From an optimization exercise on the open Yosys and OpenROAD flow, aimed at small area; shortcuts taken in it are not production practice.
Function was checked by simulation only, so behaviour that the tests miss may differ from the original.
Power figures rest on the tool's default switching activity, not on a simulated workload.

==> inputs of yarrow <==
==> flow/design.v (excerpt) <==
module cpu(
	input clk_from_external,
	input [31:0] inputdata_from_external_bus,
	input reset_from_external,
	input interrupt_from_external,
	output reg [31:0] outputdata_to_external_bus,
	output reg [31:0] address_to_external_bus_from_cpu,
	output reg [3:0] control_output_to_external_bus,
	output reg interrupt_grant_from_pc
);
==> module cpu_rmux, before the edit <==
module cpu_rmux (
	input [31:0] d,
	input [31:0] sel,
	output y
);
	wire [10:0] t;
	genvar k;
	generate for (k = 0; k < 10; k = k + 1) begin : grp
		cpu_aoi222 a (.d(d[3*k+2:3*k]), .s(sel[3*k+2:3*k]), .yn(t[k]));
	end endgenerate
	assign t[10] = ~((d[30] & sel[30]) | (d[31] & sel[31]));
	assign y = ~&t;
endmodule
==> module cpu_aoi222, before the edit <==
module cpu_aoi222 (
	input [2:0] d,
	input [2:0] s,
	output yn
);
	assign yn = ~((d[0] & s[0]) | (d[1] & s[1]) | (d[2] & s[2]));
endmodule
Settings: LEC_CHECK=0, CAP_MARGIN=20, CORE_MARGIN=2, CORE_UTILIZATION=60, PLACE_DENSITY=0.7, SLEW_MARGIN=20, SYNTH_HIERARCHICAL=1, SYNTH_MINIMUM_KEEP_SIZE=0, BUFFER_PORTS_ARGS=-buffer_cell sky130_fd_sc_hd__buf_1, CTS_ARGS=-sink_clustering_enable -repair_clock_nets -dont_use_dummy_load -buf_list sky130_fd_sc_hd__clkbuf_16 -sink_clustering_size 24 -sink_clustering_max_diameter 100 -sink_buffer_max_cap_derate 0.3; clock period 14.0 ns.
standard.sh (not shown) runs the stock make flow with config.mk's settings and CLKGATE_MAP_FILE= SYNTH_SCRIPT=/design/flow/synth_recipe.tcl, a recipe that flattens the netlist after the stock synthesis.
==> flow/flow/run.sh <==
#!/bin/bash
# Layout flow: the standard flow (standard.sh), with two settings added to
# its config.mk: ports buffered with the smallest buffer cell, and clock tree
# synthesis without dummy loads. Each tool's output goes to its own log.
set -e
cp standard.sh standard_sh.txt
cat >> config.mk <<'EOC'
export BUFFER_PORTS_ARGS = -buffer_cell sky130_fd_sc_hd__buf_1
export CTS_ARGS = -sink_clustering_enable -repair_clock_nets -dont_use_dummy_load -buf_list sky130_fd_sc_hd__clkbuf_16 -sink_clustering_size 24 -sink_clustering_max_diameter 100 -sink_buffer_max_cap_derate 0.3
EOC
cp config.mk config_mk.txt
bash standard.sh > standard.log 2>&1
==> tundra (differences from yarrow) <==
--- a/flow/design.v
+++ b/flow/design.v
@@ -234,24 +234,11 @@
 module cpu_rmux (
 	input [31:0] d,
 	input [31:0] sel,
 	output y
 );
-	wire [10:0] t;
-	genvar k;
-	generate for (k = 0; k < 10; k = k + 1) begin : grp
-		cpu_aoi222 a (.d(d[3*k+2:3*k]), .s(sel[3*k+2:3*k]), .yn(t[k]));
-	end endgenerate
-	assign t[10] = ~((d[30] & sel[30]) | (d[31] & sel[31]));
-	assign y = ~&t;
-endmodule
-module cpu_aoi222 (
-	input [2:0] d,
-	input [2:0] s,
-	output yn
-);
-	assign yn = ~((d[0] & s[0]) | (d[1] & s[1]) | (d[2] & s[2]));
+	assign y = |(d & sel);
 endmodule
 module cpu(
 	input clk_from_external,
 	input [31:0] inputdata_from_external_bus,
 	input reset_from_external,
==> flow/run.sh (new file) <==
#!/bin/bash
# synth_recipe.tcl (not shown) runs the flow's synth.tcl, then flattens the netlist and writes it again
# the make line also repeats each setting of config.mk as NAME=value (left out here)
make -C /OpenROAD-flow-scripts/flow DESIGN_CONFIG=/design/flow/config.mk WORK_HOME=/design/flow/orfs CLKGATE_MAP_FILE= SYNTH_SCRIPT=/design/flow/synth_recipe.tcl finish
Settings changed: BUFFER_PORTS_ARGS -buffer_cell sky130_fd_sc_hd__buf_1 to default, CTS_ARGS -sink_clustering_enable -repair_clock_nets -dont_use_dummy_load -buf_list sky130_fd_sc_hd__clkbuf_16 -sink_clustering_size 24 -sink_clustering_max_diameter 100 -sink_buffer_max_cap_derate 0.3 to default, CTS_BUF_LIST from default to sky130_fd_sc_hd__clkbuf_4.
removed: flow/flow/run.sh
removed: flow/standard.sh
==> onyx (differences from yarrow) <==
--- a/flow/design.v
+++ b/flow/design.v
@@ -1,9 +1,11 @@
 module cpu_alu (
 	input [31:0] a,         
 	input [31:0] rs1,
 	input [31:0] in2,
+	input [31:0] pc_4,
+	input sel_pc4,
 	input sub,
 	input sel_sum,
 	input sel_and,
 	input sel_or,
 	input sel_xor,
@@ -15,27 +17,28 @@
 	input c_ltu,
 	input c_geu,
 	input c_eq,
 	input c_ne,
 	output [31:0] result,
+	output [31:0] sum,
 	output cmp
 );
 	wire [31:0] b = in2 ^ {32{sub}};
 	wire [31:0] p = a ^ b;
 	wire [31:0] g = a & b;
 	wire [32:0] c;
 	cpu_cla carry (.p(p), .g(g), .cin(sub), .c(c));
-	wire [31:0] sum = p ^ c[31:0];
+	assign sum = p ^ c[31:0];
 	wire geu = c[32];
 	wire eq = &p;
 	wire lt = (rs1[31] ^ in2[31]) ? rs1[31] : ~geu;
 	assign cmp = (c_lt & lt) | (c_ge & ~lt) | (c_ltu & ~geu) | (c_geu & geu) |
 	             (c_eq & eq) | (c_ne & ~eq);
 	wire [31:0] sh;
 	cpu_shift shifter (.x(rs1), .n(in2[4:0]), .left(left), .zero(big), .y(sh));
 	assign result = ({32{sel_sum}} & sum) | ({32{sel_and | sel_or}} & g) |
-	                ({32{sel_xor | sel_or}} & p) | ({32{sel_sh}} & sh) |
+	                ({32{sel_xor | sel_or}} & p) | ({32{sel_sh}} & sh) | ({32{sel_pc4}} & pc_4) |
 	                {31'b0, cmp};
 endmodule
 module cpu_shift (
 	input [31:0] x,
 	input [4:0] n,
@@ -217,33 +220,35 @@
 			prd <= waddr;
 			pdata <= wdata;
 		end
 	end
 	wire [4:0] rs = raddr + rot;
-	wire [31:0] rsel = 32'b1 << rs;
-	wire [31:0] rslot;
+	wire fwd = pvalid && prd == raddr;
+	wire from_ring = valid[raddr] & ~fwd;
+	wire [31:0] rsel = {32{from_ring}} & (32'b1 << rs);
 	genvar q, z;
 	generate for (q = 0; q < 32; q = q + 1) begin : rd
 		wire [31:0] col;
 		for (z = 0; z < 32; z = z + 1) begin : c
 			assign col[z] = slot[z][q];
 		end
-		cpu_rmux m (.d(col), .sel(rsel), .y(rslot[q]));
+		cpu_rmux m (.d(col), .sel(rsel), .p(pdata[q]), .fwd(fwd), .y(rdata[q]));
 	end endgenerate
-	assign rdata = (pvalid && prd == raddr) ? pdata : (valid[raddr] ? rslot : 32'b0);
 endmodule
 module cpu_rmux (
 	input [31:0] d,
 	input [31:0] sel,
+	input p,
+	input fwd,
 	output y
 );
 	wire [10:0] t;
 	genvar k;
 	generate for (k = 0; k < 10; k = k + 1) begin : grp
 		cpu_aoi222 a (.d(d[3*k+2:3*k]), .s(sel[3*k+2:3*k]), .yn(t[k]));
 	end endgenerate
-	assign t[10] = ~((d[30] & sel[30]) | (d[31] & sel[31]));
+	cpu_aoi222 a10 (.d({p, d[31:30]}), .s({fwd, sel[31:30]}), .yn(t[10]));
 	assign y = ~&t;
 endmodule
 module cpu_aoi222 (
 	input [2:0] d,
 	input [2:0] s,
@@ -307,26 +312,28 @@
 	wire [31:0] read2 = {sb | sh ? {16{rp[31]}} : rp[31:16], sb ? {8{rp[31]}} : rp[15:8], rp[7:0]};
 	wire [31:0] in2 = use_imm ? offset : read2;
 	wire [31:0] add_a = is_lui ? 32'b0 : (is_auipc ? pc : rs1_val);
 	wire big = is_op & |in2[31:5];
 	wire [31:0] alu;
+	wire [31:0] sum;
 	wire cmp;
+	wire [31:0] pc_4;
+	wire link = (is_jal | is_jalr) & ~irq;
 	cpu_alu alu_unit (
 		.a(add_a), .rs1(rs1_val), .in2(in2),
-		.sub(sub), .sel_sum(sel_sum), .sel_and(sel_and), .sel_or(sel_or),
+		.pc_4(pc_4), .sel_pc4(link),
+		.sub(sub), .sel_sum(sel_sum & ~link), .sel_and(sel_and), .sel_or(sel_or),
 		.sel_xor(sel_xor), .sel_sh(sel_sh), .left(left), .big(big),
 		.c_lt(c_lt), .c_ge(c_ge), .c_ltu(c_ltu), .c_geu(c_geu), .c_eq(c_eq), .c_ne(c_ne),
-		.result(alu), .cmp(cmp)
+		.result(alu), .sum(sum), .cmp(cmp)
 	);
-	wire [31:0] pc_4;
 	assign pc_4[1:0] = pc[1:0];
 	cpu_inc #(30) pc_inc (.a(pc[31:2]), .s(pc_4[31:2]));
-	wire [31:0] pc_add;
-	cpu_add pc_adder (.a(pc), .b(is_jalr ? alu : offset), .s(pc_add));
-	wire take = (is_br & cmp) | is_jal | is_jalr;
-	wire [31:0] pc_next = take ? pc_add : pc_4;
-	assign wdata = (is_jal | is_jalr) ? pc_4 : alu;
+	wire take = (is_br & cmp) | is_jal;
+	wire [31:0] pc_next;
+	cpu_add pc_adder (.a(pc), .b(is_jalr ? sum : (take ? offset : 32'd4)), .s(pc_next));
+	assign wdata = alu;
 	always @(posedge clk) begin
 		if (reset) begin
 			cnt <= 3'd0;
 			icnt <= 3'd0;
 			pc <= 32'b0;
==> flow/flow/run.sh (replaced) <==
#!/bin/bash
# Layout flow: the standard flow (standard.sh), with two settings added to
# its config.mk: ports buffered with the smallest buffer cell, and clock tree
# synthesis without dummy loads. Each tool's output goes to its own log.
set -e
cp standard.sh standard_sh.txt
cat >> config.mk <<'EOC'
export BUFFER_PORTS_ARGS = -buffer_cell sky130_fd_sc_hd__buf_1
export CTS_ARGS = -sink_clustering_enable -repair_clock_nets -dont_use_dummy_load -buf_list sky130_fd_sc_hd__clkbuf_8 -sink_clustering_size 13 -sink_clustering_max_diameter 80 -sink_buffer_max_cap_derate 0.3
EOC
cp config.mk config_mk.txt
bash standard.sh > standard.log 2>&1
Settings changed: CORE_UTILIZATION 60 to 70, CTS_ARGS -sink_clustering_enable -repair_clock_nets -dont_use_dummy_load -buf_list sky130_fd_sc_hd__clkbuf_16 -sink_clustering_size 24 -sink_clustering_max_diameter 100 -sink_buffer_max_cap_derate 0.3 to -sink_clustering_enable -repair_clock_nets -dont_use_dummy_load -buf_list sky130_fd_sc_hd__clkbuf_8 -sink_clustering_size 13 -sink_clustering_max_diameter 80 -sink_buffer_max_cap_derate 0.3, PLACE_DENSITY 0.7 to 0.85.
==> run notes <==
Result of the run: onyx timing/DRC/antenna clean; tundra timing/DRC/antenna clean; yarrow timing/DRC/antenna clean
Worst Path Buf+Inv: onyx 2; tundra 1; yarrow 6
Final weighted congestion of routability-driven global placement: onyx 1.04; tundra 1.07; yarrow 1.07
Clk pwr: onyx 0.00181 W; tundra 0.00298 W; yarrow 0.00184 W
Static leakage: onyx 19.7 nW; tundra 22.5 nW; yarrow 20.7 nW
Hold EP: onyx register.slot[16][6]; tundra register.slot[31][7]; yarrow register.slot[11][31]
Worst Hold Launch: onyx register.slot[15][6]; tundra register.slot[30][7]; yarrow register.slot[10][31]
Share of the clock period used by the worst path after layout: onyx 92.6%; tundra 95.8%; yarrow 97.2%
Via count of the first global-routing pass: onyx 36392; tundra 38714; yarrow 34868
Switching power total: onyx 0.00136 W; tundra 0.00179 W; yarrow 0.00141 W
FF-to-FF End: onyx pc[28]; tundra pc[23]; yarrow pc[29]
Crit path setup slack, layout: onyx 1.03 ns; tundra 0.595 ns; yarrow 0.393 ns
Library cell appearing most often on the critical path: onyx a21oi_1; tundra -; yarrow buf_4
Synth Instances: onyx 3976; tundra 4318; yarrow 4126
IR drop worst, VDD: onyx 0.101 mV; tundra 0.0818 mV; yarrow 0.142 mV
Share of cell area taken by flip-flops and latches: onyx 52.9%; tundra 47.5%; yarrow 50.9%

[re-timing with driven ports]
In the flow no input, the clock included, has a driving cell. The finished layouts below were timed again as built, in two steps. Step 1 assumes that a clkbuf_16 drives the clock port and a buf_2 every other input. Step 2 times the ports against the registers' clock, not the clock port: input delays grow and output delays shrink by t, the midpoint of the rising clock arrivals with the driver on. Slacks: ideal / step 1 / step 2; pairs: ideal / step 1.
run | t, ns | setup slack, ns | latest minus earliest clock arrival (ns) | worst data-port slew with drivers (ns) | pins driven straight from the clock port
yarrow | 0.719 | 0.393 / 0.441 / -0.278 | 0.126 / 0.126 | 0.05 | 1
tundra | 1.248 | 0.595 / 0.595 / -0.554 | 0.141 / 0.141 | 0.04 | 1
onyx | 0.792 | 1.032 / 1.053 / 0.260 | 0.105 / 0.105 | 0.05 | 1
Met with ideal ports but missed after step 2: setup timing in yarrow and tundra. The setup slack of tundra, which loses most, moves by 0.000 ns with the drivers and by -1.149 ns with both steps.
